This design comes from an exercise in tuning for small area and a short achievable clock period on the open sky130 flow, not from production work. No run shown here included a check of the RTL's function; only the layout flow was run. No activity file was given, so power comes from the tool's default toggle rates.

==> flow/design.v, too long to show whole: its modules and the start of the top module <==
// module chip_top: 6388 lines
module chip_top
  ( input          clk_i
  , input          reset_i
  , input          v_i
  , input  [31:0]  a_i
  , input  [31:0]  b_i
  , output         v_o
  , output [63:0]  c_o
  );
  // ...
==> flow/run.sh <==
#!/bin/bash
# synth_recipe.tcl (not shown) runs the flow's synth.tcl, then flattens the netlist and writes it again
# the make line also repeats each setting of config.mk as NAME=value (left out here)
make -C /OpenROAD-flow-scripts/flow DESIGN_CONFIG=/design/flow/config.mk WORK_HOME=/design/flow/orfs CLKGATE_MAP_FILE= SYNTH_SCRIPT=/design/flow/synth_recipe.tcl finish
==> flow/config.mk <==
export PLATFORM = sky130hd
export DESIGN_NAME = chip_top
export DESIGN_NICKNAME = chip_top
export VERILOG_FILES = /design/flow/design.v
export SDC_FILE = /design/flow/constraint.sdc
export NUM_CORES = 4
export LEC_CHECK = 0
export CAP_MARGIN = 20
export CORE_MARGIN = 2
export CORE_UTILIZATION = 40
export SLEW_MARGIN = 20
==> flow/constraint.sdc <==
create_clock -name core_clock -period 7.5 [get_ports {clk_i}]
set_input_delay 1.5000 -clock core_clock [delete_from_list [all_inputs] [get_ports {clk_i}]]
set_output_delay 1.5000 -clock core_clock [all_outputs]
set_load 0.01 [all_outputs]
==> flow_summary.json, run 1 <==
{
  "outcome": "complete, no violations",
  "syn_inst": 3984,
  "clk-power_mw": 3.22,
  "multi_input_area_share_pct": 58.9,
  "worstPathRequired_ns": 8.03,
  "cts_tree": "done",
  "postRouteAntennaNets": 0,
  "grt.busiest_layer": "met2",
  "switching_power_mw": 8.44,
  "top_layer": "met5",
  "synthXorXnorAreaFrac_pct": 1.17,
  "syn_avg_cell_area_um2": 10.7,
  "dominant_cells": "multi-input gates",
  "multi_input_area_mm2": 0.0280,
  "hold_path_end": "c_r[0]$_DFF_P_",
  "finalNetCount": 5073,
  "drt_pass1_iterations": 8,
  "start_kind": "flop",
  "p_seq_mw": 4.76,
  "final_cell_mix": "900 x fa_1, 812 x and2_1, 752 x inv_1, 529 x dfxtp_1, 265 x nand2_1",
  "holdWs_ns": 0.328,
  "grt_overflow": 0,
  "p_leak_nw": 21.3,
  "crit_path_end": "r1_2720$_DFF_P_",
  "cts_htree_levels": 3,
  "powerDensity_mw_per_mm2": 402,
  "final-clk-cell-share_pct": 4.60,
  "clkTransAtPathRegs_ns": 0.06,
  "grt_pass1_wl_um": 184000
}
==> run 2, diff against run 1 <==
--- a/flow/config.mk
+++ b/flow/config.mk
@@ -9,3 +9,4 @@
 export CORE_MARGIN = 2
 export CORE_UTILIZATION = 40
+export SETUP_SLACK_MARGIN = 4.0
 export SLEW_MARGIN = 20
==> flow_summary.json, run 2 <==
{
  "outcome": "complete, no violations",
  "via_count": 28000,
  "final_layout_size_suffix_gt1_share_pct": 10.8,
  "synth_mux_area_share_pct": 0,
  "postRouteAntennaNets": 0,
  "vdd_ir_drop_max_mv": 0.269,
  "grt_pass1_vias": 30800,
  "slew_violations": 0,
  "clock_power_share_pct": 16.7,
  "grt_max_degree": 33,
  "hold_viol_final": 0,
  "top_register": "c_r",
  "cts_tree": "done",
  "worstHoldPathType": "reg -> reg",
  "synth_seq_cells": 553,
  "io_buffers": 131,
  "wl_met2_um": 60200,
  "synth_top_area_share_pct": 42.2,
  "wl_met3_um": 13000,
  "whs_path_depth": 0,
  "rsz0062_at_grt": "yes",
  "antenna_found_initial": 15,
  "synth_flop_cell": "dfxtp_1",
  "async_reset_ff_share_pct": 0,
  "netSwitchingFraction_pct": 44.4,
  "start_util_pct": 40.5,
  "cts_buffer_depth": 3,
  "synth_top_area_cell": "fa_1",
  "cts_sinks": 553,
  "grt_usage_pct": 25.2,
  "cts_hold_buf": 0,
  "clkTransAtPathRegs_ns": 0.06,
  "powerDensity_mw_per_mm2": 385,
  "synth_compound_area_share_pct": 3.77,
  "p_comb_share_pct": 59.0,
  "ys_seq_area_share_pct": 25.9,
  "synth_top_family_by_area": "adder cells",
  "area_growth_pct": 18.0,
  "die_w_um": 331,
  "syn_inst": 3984,
  "totalNegativeSetupSlack_ns": 0,
  "p_leak_nw": 22.7,
  "end_kind": "flop",
  "die_area_mm2": 0.109,
  "clock.fmax_mhz": 284,
  "yosys-top-cells-count": "900 x fa_1, 812 x and2_1, 752 x inv_1",
  "numCtsBuffers": 67,
  "cp_max_fo": 16,
  "post_drt_wl_per_cell_um": 24.0,
  "synth_edf_count": 0,
  "wirelength_um": 134000,
  "cts_htree_levels": 3,
  "worstReg2RegStart": "b_r[31]$_DFF_P_",
  "io_pins": 132,
  "final_cell_mix": "862 x fa_1, 778 x and2_1, 746 x inv_1, 495 x dfxtp_1, 265 x nand2_1",
  "max-cap-violations": 0,
  "share_seq_of_total_power_pct": 24.3,
  "skew_ns": 0.0429,
  "clockRootBuffer": "clkbuf_16",
  "hold_path_end": "c_r[0]$_DFF_P_",
  "slew_headroom_pct": 34.7,
  "r2r_slack_ns": 3.97,
  "clk_latency_ns": 0.67,
  "regArea_mm2": 0.0113,
  "multi_input_area_mm2": 0.0281,
  "route.detailed.drc": 0,
  "period_minus_slack_ns": 3.53,
  "coreArea_mm2": 0.106,
  "syn_avg_cell_area_um2": 10.7,
  "place_hpwl_um": 82700,
  "yosysUniqueCellTypes": 69,
  "setup_viol": 0,
  "worstPathRequired_ns": 8.02,
  "synthXorXnorAreaFrac_pct": 1.17,
  "m1WireLength_um": 55500,
  "synth_area_leaders": "fa_1 42%, dfxtp_1 26%, and2_1 12%, inv_1 6.6%, ha_1 2.7%",
  "yosysWarningCount": 1,
  "syn_area_mm2": 0.0427,
  "reg2reg_depth": 10,
  "synth-simple-area-share_pct": 15.6,
  "nFillCells": 9578,
  "gp_congestion": 0.838,
  "drt_iter0_markers": 2214,
  "grt_overflow": 0,
  "yosysMostFrequentCell": "fa_1",
  "dp_cells": 5335,
  "routed_via_density": 5.02,
  "power.internal_mw": 10.8,
  "final_common_cell": "fa_1",
  "fin_util_pct": 47.8,
  "switching_power_mw": 8.62,
  "start_kind": "flop",
  "total_power_mw": 19.4,
  "r2r-end": "r1_2735$_DFF_P_",
  "cp.arrival_ns": 4.05,
  "worst_pin_slew_ns": 0.979,
  "rows": 119,
  "top_layer": "met5",
  "hold_path_startpoint": "fx_r[0]$_DFF_P_",
  "drt_pass1_iterations": 6,
  "largest_register_ffs": 64,
  "syn_nets": 5044,
  "grt_pass1_wl_um": 199000,
  "path_class": "reg -> reg",
  "largest_registers": "c_r (64), fx_r (63), fy_r (62)",
  "stdcell_count": 5586,
  "timing.final.crit_share_pct": 47.0,
  "die_h_um": 331,
  "finalNetCount": 5195,
  "synthAdderAreaFrac_pct": 44.9
}
-- run 2: cell counts after synthesis --
Identical to the previous run, type by type.
-- run 2: metal layers --
layer	up-vias	global-route usage [%]
met5	-	0
met4	10	9.05
met3	283	6.56
met2	1222	39.3
met1	14600	33.8
li1	11900	-
-- run 2: cells by family (layout without fill, tap and decap cells) --
family                   after synthesis  count (layout)
AND/OR/NAND/NOR                     1187            1187
adder cells (fa/ha/maj)              993             993
buffers and inverters                972            1172
flip-flops                           553             553
AO/OA/AOI/OAI                        222             222
XOR/XNOR                              57              57
other                                  0              11
-- run 2: cell type report --
class,count,area share (%)
tap,1391,3.45
multi-input combinational,2459,55.8
clock inverter,29,0.583
inverter,752,5.60
timing repair buffer,302,8.42
clock buffer,89,3.75
antenna,11,0.0546
sequential,553,22.3
-- run 2: critical path, cell delays in order (launching register included) --
cell	delay [ns]
dfxtp_4	0.35
buf_12	0.15
and2_4	0.19
fa_1	0.59
fa_1	0.46
fa_1	0.50
inv_1	0.05
fa_1	0.50
inv_1	0.05
fa_1	0.49
inv_1	0.05
-- run 2: worst max path at each step --
stage                         start               to  slack [ns]  cells after the start
finish              b_r[31]$_DFF_P_  r1_2735$_DFF_P_        3.97                     10
CTS                 b_r[29]$_DFF_P_  r1_2720$_DFF_P_        3.93                     10
global placement    a_r[15]$_DFF_P_  r1_2725$_DFF_P_        3.42                     10
global route         a_r[5]$_DFF_P_  r1_2710$_DFF_P_        3.88                     10
floorplan           b_r[17]$_DFF_P_  r1_2660$_DFF_P_        4.03                     10
detailed placement  b_r[17]$_DFF_P_  r1_2660$_DFF_P_        3.33                     10
-- run 2: metrics by stage --
step / setup slack (ns) / hold WS (ns) / area (um2)
finish: 3.97 / 0.327 / 50400
detailed placement: 3.33 / 0.313 / 45300
global route: 3.88 / 0.334 / 50400
floorplan: 4.03 / 0.310 / 42700
global placement: 3.42 / 0.313 / 45300
CTS: 3.93 / 0.326 / 50000
-- run 2: repair_timing --
| item | in CTS | in global routing |
|---|---|---|
| setup endpoints to repair | 81 | 24 |
| hold endpoints to repair | 0 | 0 |
| cloned | 32 | 6 |
| pin swaps | 60 | 65 |
| gates resized for setup | 230 | 56 |
| buffers inserted | 69 | 15 |
-- run 2: power by group through the flow --
stage	clock, mW	sequential, mW	combinational (mW)
3_5_place_dp	0	4.83	11.0
5_1_grt	3.42	4.83	12.8
4_1_cts	3.31	4.74	11.3
3_3_place_gp	0	4.81	10.9
6_report	3.24	4.73	11.5
2_1_floorplan	0	4.72	6.89

-- static timing again, ports no longer ideal --
No port has a modelled driver above. Below, the same layouts with a new extraction and two added sets of constraints.
Step 1: set_driving_cell puts a clkbuf_16 on clk_i and a buf_2 on each other input, an assumption about the parent block.
Step 2 adds t to the input delays and takes it off the output delays; t is the mean of the earliest and latest rising clock arrival at the registers after step 1. Input paths then give back, and output paths get back, about the clock's delay inside the block.
Slacks: ideal / step 1 / step 2; pairs: ideal / step 1.
run	t, ns	setup WS [ns]	latest minus earliest clock arrival (ns)	worst slew at a driven data input, ns
run 1	0.715	3.290 / 3.290 / 3.290	0.038 / 0.038	0.04
run 2	0.718	3.973 / 3.973 / 3.973	0.044 / 0.045	0.04
After both steps every run listed still meets setup and hold.
